What follows belongs to an exercise in optimizing a design on an open flow for small area, a short achievable clock period and few clock cycles; a production flow would make more cautious choices.
Function was checked by simulation only, so behaviour that the tests miss may differ from the original.
No activity file was given, so power comes from the tool's default toggle rates.

## flow/design.v (module list and top-level ports; edited modules follow where they fit)
// module MulStep: 1891 lines
// module RegisterFile: 20 lines
// module CPU: 253 lines
module CPU(input  logic        clk_i, rst_i,
           output logic [63:0] imem_addr_o,
           input  logic [31:0] imem_data_i,
           output logic        dmem_we_o, dmem_re_o,
           output logic [2:0]  dmem_funct3_o,
           output logic [63:0] dmem_addr_o, dmem_wdata_o,
           input  logic [63:0] dmem_rdata_i,
           output logic        wb_we_o,
           output logic [4:0]  wb_rd_o,
           output logic [63:0] wb_data_o);
  // ...
==> flow/flow/run.sh <==
#!/bin/bash
# The standard synthesis, then the standard layout (standard.sh) with these changes:
#  - the delay cells (clkdlybuf4s*, dlygate*, dlymetal*) are kept out of the layout steps,
#    so the port buffers and the resizer's buffers are plain buffers;
#  - the resizer's timing repair (after CTS and after global routing) works to a setup
#    margin, so that paths end well inside the clock period (the SDC is the standard flow's, unchanged).
set -euo pipefail
PLATFORM_DONT_USE="sky130_fd_sc_hd__probe_p_8 sky130_fd_sc_hd__probec_p_8 sky130_fd_sc_hd__lpflow_bleeder_1 sky130_fd_sc_hd__lpflow_clkbufkapwr_1 sky130_fd_sc_hd__lpflow_clkbufkapwr_16 sky130_fd_sc_hd__lpflow_clkbufkapwr_2 sky130_fd_sc_hd__lpflow_clkbufkapwr_4 sky130_fd_sc_hd__lpflow_clkbufkapwr_8 sky130_fd_sc_hd__lpflow_clkinvkapwr_1 sky130_fd_sc_hd__lpflow_clkinvkapwr_16 sky130_fd_sc_hd__lpflow_clkinvkapwr_2 sky130_fd_sc_hd__lpflow_clkinvkapwr_4 sky130_fd_sc_hd__lpflow_clkinvkapwr_8 sky130_fd_sc_hd__lpflow_decapkapwr_12 sky130_fd_sc_hd__lpflow_decapkapwr_3 sky130_fd_sc_hd__lpflow_decapkapwr_4 sky130_fd_sc_hd__lpflow_decapkapwr_6 sky130_fd_sc_hd__lpflow_decapkapwr_8 sky130_fd_sc_hd__lpflow_inputiso0n_1 sky130_fd_sc_hd__lpflow_inputiso0p_1 sky130_fd_sc_hd__lpflow_inputiso1n_1 sky130_fd_sc_hd__lpflow_inputiso1p_1 sky130_fd_sc_hd__lpflow_inputisolatch_1 sky130_fd_sc_hd__lpflow_isobufsrc_1 sky130_fd_sc_hd__lpflow_isobufsrc_16 sky130_fd_sc_hd__lpflow_isobufsrc_2 sky130_fd_sc_hd__lpflow_isobufsrc_4 sky130_fd_sc_hd__lpflow_isobufsrc_8 sky130_fd_sc_hd__lpflow_isobufsrckapwr_16 sky130_fd_sc_hd__lpflow_lsbuf_lh_hl_isowell_tap_1 sky130_fd_sc_hd__lpflow_lsbuf_lh_hl_isowell_tap_2 sky130_fd_sc_hd__lpflow_lsbuf_lh_hl_isowell_tap_4 sky130_fd_sc_hd__lpflow_lsbuf_lh_isowell_4 sky130_fd_sc_hd__lpflow_lsbuf_lh_isowell_tap_1 sky130_fd_sc_hd__lpflow_lsbuf_lh_isowell_tap_2 sky130_fd_sc_hd__lpflow_lsbuf_lh_isowell_tap_4"
EXTRA_DONT_USE="sky130_fd_sc_hd__clkdlybuf4s* sky130_fd_sc_hd__dlygate* sky130_fd_sc_hd__dlymetal*"
MARGIN=$(cat flow/margin.txt)
bash standard.sh synth > synth.log 2>&1
bash standard.sh "DONT_USE_CELLS=$PLATFORM_DONT_USE $EXTRA_DONT_USE" "SETUP_SLACK_MARGIN=$MARGIN" finish > layout.log 2>&1
==> flow/flow/margin.txt <==
11
==> flow/standard.sh <==
#!/bin/bash
# synth_recipe.tcl (not shown) runs the flow's synth.tcl, then flattens the netlist and writes it again
# the make line also repeats each setting of config.mk as NAME=value (left out here)
make -C /OpenROAD-flow-scripts/flow DESIGN_CONFIG=/design/flow/config.mk WORK_HOME=/design/flow/orfs CLKGATE_MAP_FILE= SYNTH_SCRIPT=/design/flow/synth_recipe.tcl "${@:-finish}"
==> flow/config.mk <==
export PLATFORM = sky130hd
export DESIGN_NAME = CPU
export DESIGN_NICKNAME = CPU
export VERILOG_FILES = /design/flow/design.v
export SDC_FILE = /design/flow/constraint.sdc
export NUM_CORES = 8
export LEC_CHECK = 0
export CAP_MARGIN = 40
export CORE_MARGIN = 2
export CORE_UTILIZATION = 40
export CTS_CLUSTER_DIAMETER = 80
export CTS_CLUSTER_SIZE = 24
export SLEW_MARGIN = 60
==> flow/constraint.sdc <==
create_clock -name core_clock -period 16.0 [get_ports {clk_i}]
set_input_delay 3.2000 -clock core_clock [delete_from_list [all_inputs] [get_ports {clk_i}]]
set_output_delay 3.2000 -clock core_clock [all_outputs]
set_load 0.01 [all_outputs]
==> flow_summary.toml, run 1 <==
[setup_path]
cp.arrival_ns = 5.80
path_cells = "buf_6 -> a22o_1 -> nand2_1 -> xnor2_1 -> fa_1 -> fa_1 -> fa_1 -> fa_1 -> inv_1 -> fa_1 -> inv_1 -> fa_1"
r2r_end = "m_mc[47]"

[logic_synthesis]
synth_edf_count = 2163
synthArstFlopShare_pct = 0
synth_area_per_cell_um2 = 11.49
synth_seq_area_share_pct = 52.16
netlist_instances = 13429

[clocking]
cts_num_sinks = 2939

[finish]
fin_util_pct = 44.98
largest_register_ffs = 1984
seqCellArea_um2 = 80960
buffer_area_share_pct = 5.398
n_clock_buffer = 205

[worst_hold_path]
min_path_cells = 0

[floorplan]
core_area_um2 = 384800
dieArea_um2 = 390800

[sta]
fin_crit_sh_pct = 31.46
rsz0062_at_grt = "yes"
final_hold_viol_count = 0
fin_setup_tns_ns = 0
fin_skew_ns = 0.1106

[run_status]
run_status = "timing/DRC/antenna clean"

[power]
p_sw_share_pct = 34.17
power_clock_mw = 4.95
intPower_mw = 12.15
ir_drop_mv = 0.1107

[grt]
use_met1_pct = 48.23
met2_usage_pct = 53.46

[placed_design]
dpl_cell_area_um2 = 165600
Testbench counts, summed over its fixed seeds: cycles 47,033.
==> run 2: changes to the inputs <==
==> flow/flow/margin.txt (replaced) <==
11.2
==> flow_summary.toml, run 2 <==
[run_status]
run_status = "timing/DRC/antenna clean"

[clocking]
cts_tree = "done"
cts_root_buf = "clkbuf_16"
numCtsBuffers = 165
holdBufCountCts = 0
cts.clk_slew.worst_paths_ns = 0.10
cts_num_sinks = 2939
insertion_delay_ns = 0.99
clockBufferDepth = 4
cts.htree.levels = 4

[setup_path]
crit_path_end_kind = "flop"
cp.required_ns = 16.83
path_class = "reg -> reg"
cpPeakStageDelay_ns = 0.54
cpMostUsedCell = "xnor2_1"
slowest_stage = "fa_1"
critical_path.max_fanout = 6
critPathLaunchType = "flop"
path_cells = "buf_12 -> and2_4 -> buf_6 -> a22oi_1 -> xor2_1 -> fa_1 -> fa_1 -> inv_1 -> fa_1 -> inv_1 -> fa_1 -> xnor2_2 -> xnor2_1 -> xnor2_1 -> xnor2_1 -> xnor2_1 -> xnor2_1 -> xnor2_1"
cp.arrival_ns = 5.79

[logic_synthesis]
yosysUniqueCellTypes = 93
synthesis.area_um2 = 154300
synth_area_per_cell_um2 = 11.49
synthArstFlopShare_pct = 0
synthTopCellsByArea = "edfxtp_1 42%, dfxtp_1 10%, fa_1 6.8%"
yosysTopAreaCell = "edfxtp_1"
synth_commonest_cells = "2163 x edfxtp_1, 1255 x a22oi_1, 1066 x nand2_1"
synth.most_common_cell = "edfxtp_1"
synth_top_area_share_pct = 42.09
yosys_warnings = 3
synth_seq_area_share_pct = 52.16
ys.flop_type = "edfxtp_1"
yosys_register_bits = 2939
synth_edf_count = 2163
netlist_instances = 13429

[floorplan]
core.rowCount = 228
initial_core_util_pct = 40.10
die_w_um = 625.1
core_area_um2 = 384800
die_h_um = 625.1
dieArea_um2 = 390800
design.portCount = 365

[drt]
vias_per_cell = 7.205
num_vias = 136142
drt-pass1-iter-count = 15
drt_iter0_drc = 30260
drc = 0
ant_nets = 0
post_drt_wl_per_cell_um = 41.41
totalWireLength_um = 782500

[finish]
regMostFlops = "rf.regs"
drive_above_1_share_pct = 11.25
mostFrequentLayoutCells = "2163 x edfxtp_1, 1236 x a22oi_1, 1054 x nand2_1, 806 x inv_1, 710 x a22o_1"
final_nets = 14643
layout_commonest_cell = "edfxtp_1"
largest_register_ffs = 1984
area_growth_syn_to_layout_pct = 12.80

[grt]
busiest_layer = "met2"
met2_usage_pct = 53.55
use_met1_pct = 48.47
grt_util_met3_pct = 15.77
first_global_vias = 127595
grt_pass1_wl_um = 1046000
overflow = 0
grt_usage_pct = 38.38
grt_max_degree = 79
antenna_found_initial = 73

[sta]
fin_skew_ns = 0.1144
final_hold_viol_count = 0
maxSlewHeadroom_pct = 43.93
rsz0062_at_grt = "yes"
setup_viol = 0
fmax_mhz = 201.7
fin_crit_sh_pct = 30.99
whs_ns = 0.3354
fin_setup_tns_ns = 0
fin_crit_ns = 4.958
final-max-slew-violation-count = 0
worstMarginPinSlew_ns = 0.8410

[worst_hold_path]
hold_path_class = "reg -> reg"

[power]
ir_drop_mv = 0.08581
power_density_nw_per_um2 = 105.7
p_leak_nw = 63.22

[placed_design]
port_buffers = 362
post-dp-hpwl_um = 509000
globalplace.congestion = 1.044

[run]
drv_cap = 0
run 2: stage by stage:
step                      power (mW)  utilization [%]  setup slack, ns  instance area (um2)  cells
after floorplan                11.22                -            10.60               154700  13430
after global placement         13.23            41.89            9.199               161200  18214
after detailed placement       13.33            43.05            9.823               165700  18411
after CTS                      18.03            44.75            11.06               172200  18739
after global routing           18.58            45.19            10.91               173900  18844
final                          18.39            45.23            11.04               174100  18896
run 2: cells by family (layout without fill, tap and decap cells):
group | Yosys count | after routing | share of synthesized area, %
AOI/OAI and AO/OA | 4101 | 4102 | 20.09
DFF | 2939 | 2939 | 52.16
and+or+nand+nor | 2675 | 2676 | 8.132
buffers and inverters | 1918 | 2256 | 4.677
adders and majority gates | 871 | 871 | 9.622
xor gates and xnor gates | 835 | 835 | 4.739
muxes | 89 | 89 | 0.5798
other | 1 | 68 | 0.002430
run 2: metal layers:
layer / vias to the layer above / part of all wire [%]
met5: - / 0.11
met4: 54 / 8.5
met3: 3479 / 17
met2: 14337 / 40
met1: 66756 / 34
li1: 51516 / -
run 2: worst max-delay path, delay by kind of cell (launching register included):
family	cells	cell delay, ns
compound gates	1	0.14
xor+xnor	8	1.33
fa+ha+maj	4	2.02
buf+inv	4	0.58
flops	1	0.41
simple gates	1	0.33
run 2: area by class of cell:
class                           count  area, um2
Clock buffer                      207       4434
Fill cell                       35292     210800
Timing Repair Buffer             1174      10100
Multi-Input combinational cell   8575      68230
Sequential cell                  2939      81000
Inverter                          819       3085
Antenna cell                       66      165.2
Clock inverter                     56      704.4
Tap cell                         5060       6331
run 2: where the power goes:
group | switching, mW | internal [mW]
clock network | 2.79 | 2.11
logic | 2.23 | 0.816
registers | 1.20 | 9.24
total | 6.22 | 12.2
run 2: worst paths after layout:
| check | slack [ns] | startpoint | cells after the start | end |
|---|---|---|---|---|
| max | 11.04 | e_mul | 18 | m_mc[63] |
| min | 0.34 | e_f3[2] | 0 | m_f3[2] |
| max reg2reg | 11.04 | e_mul | 18 | m_mc[63] |
| min reg2reg | 0.34 | e_f3[2] | 0 | m_f3[2] |
run 2: what timing repair did:
action	4_1_cts	5_1_grt
resized for setup	264	161
cloned	13	10
pin swaps	24	62
buffers inserted	52	65
setup endpoints to repair	184	96
==> run 3: changes to the inputs <==
==> flow/flow/margin.txt (replaced) <==
11
--- a/flow/config.mk
+++ b/flow/config.mk
@@ -9,5 +9,5 @@
 export CORE_MARGIN = 2
 export CORE_UTILIZATION = 40
 export CTS_CLUSTER_DIAMETER = 80
-export CTS_CLUSTER_SIZE = 24
+export CTS_CLUSTER_SIZE = 20
 export SLEW_MARGIN = 60
==> flow_summary.toml, run 3 <==
[run_status]
run_status = "timing/DRC/antenna clean"

[power]
ir_drop_mv = 0.1170
p_sw_share_pct = 33.82
p_switching_mw = 6.307
power.share.clock_pct = 27.4
combPwrFrac_pct = 16.3
power_density_nw_per_um2 = 107.5
intPower_mw = 12.34
power_frac_seq_pct = 56.3
fin_total_pwr_mw = 18.65
p_leak_nw = 62.67

[sta]
fin_skew_ns = 0.1274
finalWorstSetupSlack_ns = 10.90
fin_setup_tns_ns = 0
final-max-slew-violation-count = 0
fin_crit_sh_pct = 31.85
setup_viol = 0
whs_ns = 0.3418
fin_crit_ns = 5.095
maxSlewHeadroom_pct = 48.85
worstMarginPinSlew_ns = 0.7673
rsz0062_at_grt = "yes"
fmax_mhz = 196.3
final_hold_viol_count = 0

[floorplan]
die_h_um = 625.1
design.portCount = 365
core.rowCount = 228
dieArea_um2 = 390800
die_w_um = 625.1
core_area_um2 = 384800
initial_core_util_pct = 40.10

[logic_synthesis]
synth_edf_count = 2163
synth.most_common_cell = "edfxtp_1"
synthTopCellsByArea = "edfxtp_1 42%, dfxtp_1 10%, fa_1 6.8%"
yosys_warnings = 3
ys.flop_type = "edfxtp_1"
synth_area_per_cell_um2 = 11.49
yosysTopAreaCell = "edfxtp_1"
synthesis.area_um2 = 154300
synth_commonest_cells = "2163 x edfxtp_1, 1255 x a22oi_1, 1066 x nand2_1"
synth_top_area_share_pct = 42.09
netlist_instances = 13429
synth_seq_area_share_pct = 52.16
synthArstFlopShare_pct = 0
yosys_register_bits = 2939
yosysUniqueCellTypes = 93

[setup_path]
r2r_end = "m_mc[58]"
crit_path_end_kind = "flop"
rr_startpoint = "e_mul"
r2r_slack_ns = 10.90
cp.arrival_ns = 5.93
r2r_cells = 19
critical_path.max_fanout = 6
setup.worst_path.end = "m_mc[58]"
timing.critical_path.from = "e_mul"
path_class = "reg -> reg"
cp.required_ns = 16.84
critPathLaunchType = "flop"

[drt]
drt-pass1-iter-count = 14
ant_nets = 0
drc = 0
num_vias = 134876
vias_per_cell = 7.159
totalWireLength_um = 776100
post_drt_wl_per_cell_um = 41.20
drt_iter0_drc = 28860

[finish]
area_growth_syn_to_layout_pct = 12.41
largest_register_ffs = 1984
regMostFlops = "rf.regs"
drive_above_1_share_pct = 10.38
final_nets = 14617
layout_commonest_cell = "edfxtp_1"
num-fill-cells = 35288
finalNonFillerCells = 18839
mostFrequentLayoutCells = "2163 x edfxtp_1, 1232 x a22oi_1, 1055 x nand2_1, 798 x inv_1, 710 x a22o_1"

[run]
drv_cap = 0

[clocking]
holdBufCountCts = 0
clockBufferDepth = 4
numCtsBuffers = 188
cts.clk_slew.worst_paths_ns = 0.08
cts_num_sinks = 2939
cts.htree.levels = 4
cts_tree = "done"
insertion_delay_ns = 1.01
cts_root_buf = "clkbuf_16"

[grt]
overflow = 0
grt_pass1_wl_um = 1038000
grt_max_degree = 79
antenna_found_initial = 64
grt_usage_pct = 38.02
first_global_vias = 126404

[placed_design]
post-place-cells = 18404
post-dp-hpwl_um = 510900
pre_cts_ws_ns = 9.905
port_buffers = 362
globalplace.congestion = 1.034

[worst_hold_path]
hold_path_class = "reg -> reg"
min_path_cells = 0
[run 3: cell counts after synthesis]
No cell type changed its count.
[run 3: power groups by stage]
stage	clock [mW]	sequential, mW	combinational [mW]
3_5_place_dp	0	10.5	2.82
3_3_place_gp	0	10.5	2.71
6_report	5.12	10.5	3.03
2_1_floorplan	0	10.0	1.22
5_1_grt	5.32	10.4	3.13
4_1_cts	5.08	10.4	2.83
[run 3: how the worst min path moves through the flow]
stage,start,endpoint,slack [ns]
5_1_grt,e_f3[2],m_f3[2],0.35
3_3_place_gp,e_f3[0],m_f3[0],0.32
3_5_place_dp,e_f3[0],m_f3[0],0.31
6_report,e_f3[1],m_f3[1],0.34
2_1_floorplan,e_f3[0],m_f3[0],0.31
4_1_cts,e_f3[1],m_f3[1],0.34
[run 3: area by class of cell]
type	instances	area [um2]	area share (%)
antenna	40	100.1	0.05771
clock buffer	239	5042	2.907
inverter	819	3079	1.775
clock inverter	42	499.2	0.2878
timing repair buffer	1125	9315	5.370
tap	5060	6331	3.650
multi-input combinational	8575	68140	39.28
sequential	2939	80960	46.67
[run 3: stage by stage]
step	util [%]	area [um2]
floorplan	-	154600
global placement	41.84	161000
detailed placement	43.04	165600
CTS	44.60	171600
global route	45.05	173400
finish	45.07	173500
[run 3: layer usage]
layer / global-route usage, % / routed length, um / part of all wire [%]
met5: 0.8890 / 961 / 0.12
met4: 26.01 / 68670 / 8.8
met3: 14.89 / 128200 / 17
met2: 53.55 / 312100 / 40
met1: 47.72 / 266200 / 34
[run 3: timing repair]
item                                    in CTS  in global routing
cloned                                       2                 13
buffers inserted                            25                 53
pin swaps                                    6                 57
gates resized for setup                     78                172
endpoints found under the setup margin      93                 85
[run 3: kinds of logic (layout without fill, tap and decap cells)]
logic type               Yosys count  count (layout)  share of synthesized area, %
AO/OA/AOI/OAI                   4101            4102                         20.09
XOR/XNOR                         835             835                         4.739
adder cells (fa/ha/maj)          871             871                         9.622
buffers and inverters           1918            2225                         4.677
flip-flops                      2939            2939                         52.16
multiplexers                      89              89                        0.5798
other                              1              42                      0.002430
AND/OR/NAND/NOR                 2675            2676                         8.132
[run 3: critical path, cell delays in order, from the launching register on]
cell     delay, ns
dfxtp_4       0.37
buf_12        0.15
buf_12        0.15
buf_16        0.13
and2_4        0.17
buf_1         0.10
buf_6         0.14
buf_6         0.11
buf_6         0.11
a22oi_2       0.18
xor2_1        0.22
fa_2          0.48
fa_1          0.57
inv_2         0.04
fa_2          0.35
fa_1          0.51
inv_2         0.05
fa_1          0.53
inv_1         0.05
fa_2          0.51

[separate check: timing with driven ports]
Ports are ideal in the flow. The routed layouts listed here were re-timed in OpenROAD. Step 1: set_driving_cell puts a clkbuf_16 on clk_i and a buf_2 on each other input, an assumption about the parent block. Step 2, shift: input delay + t, output delay - t, t = (earliest + latest rising clock arrival at the registers) / 2. This alone moves slack from input paths to output paths. Slacks: ideal / step 1 / step 2; pairs: ideal / step 1.
| run | shift t [ns] | setup WS [ns] | worst register clock-pin slew, ns | cell pins on the clock port's net |
|---|---|---|---|---|
| run 1 | 1.074 | 10.967 / 10.923 / 10.224 | 0.11 / 0.11 | 1 |
| run 2 | 1.065 | 11.042 / 11.042 / 10.285 | 0.11 / 0.11 | 1 |
| run 3 | 1.079 | 10.905 / 10.905 / 10.206 | 0.10 / 0.10 | 1 |
After both steps setup and hold are still met in every run listed. For run 2, which loses most, drivers alone change the setup slack by 0.000 ns; drivers and shift together by -0.757 ns.
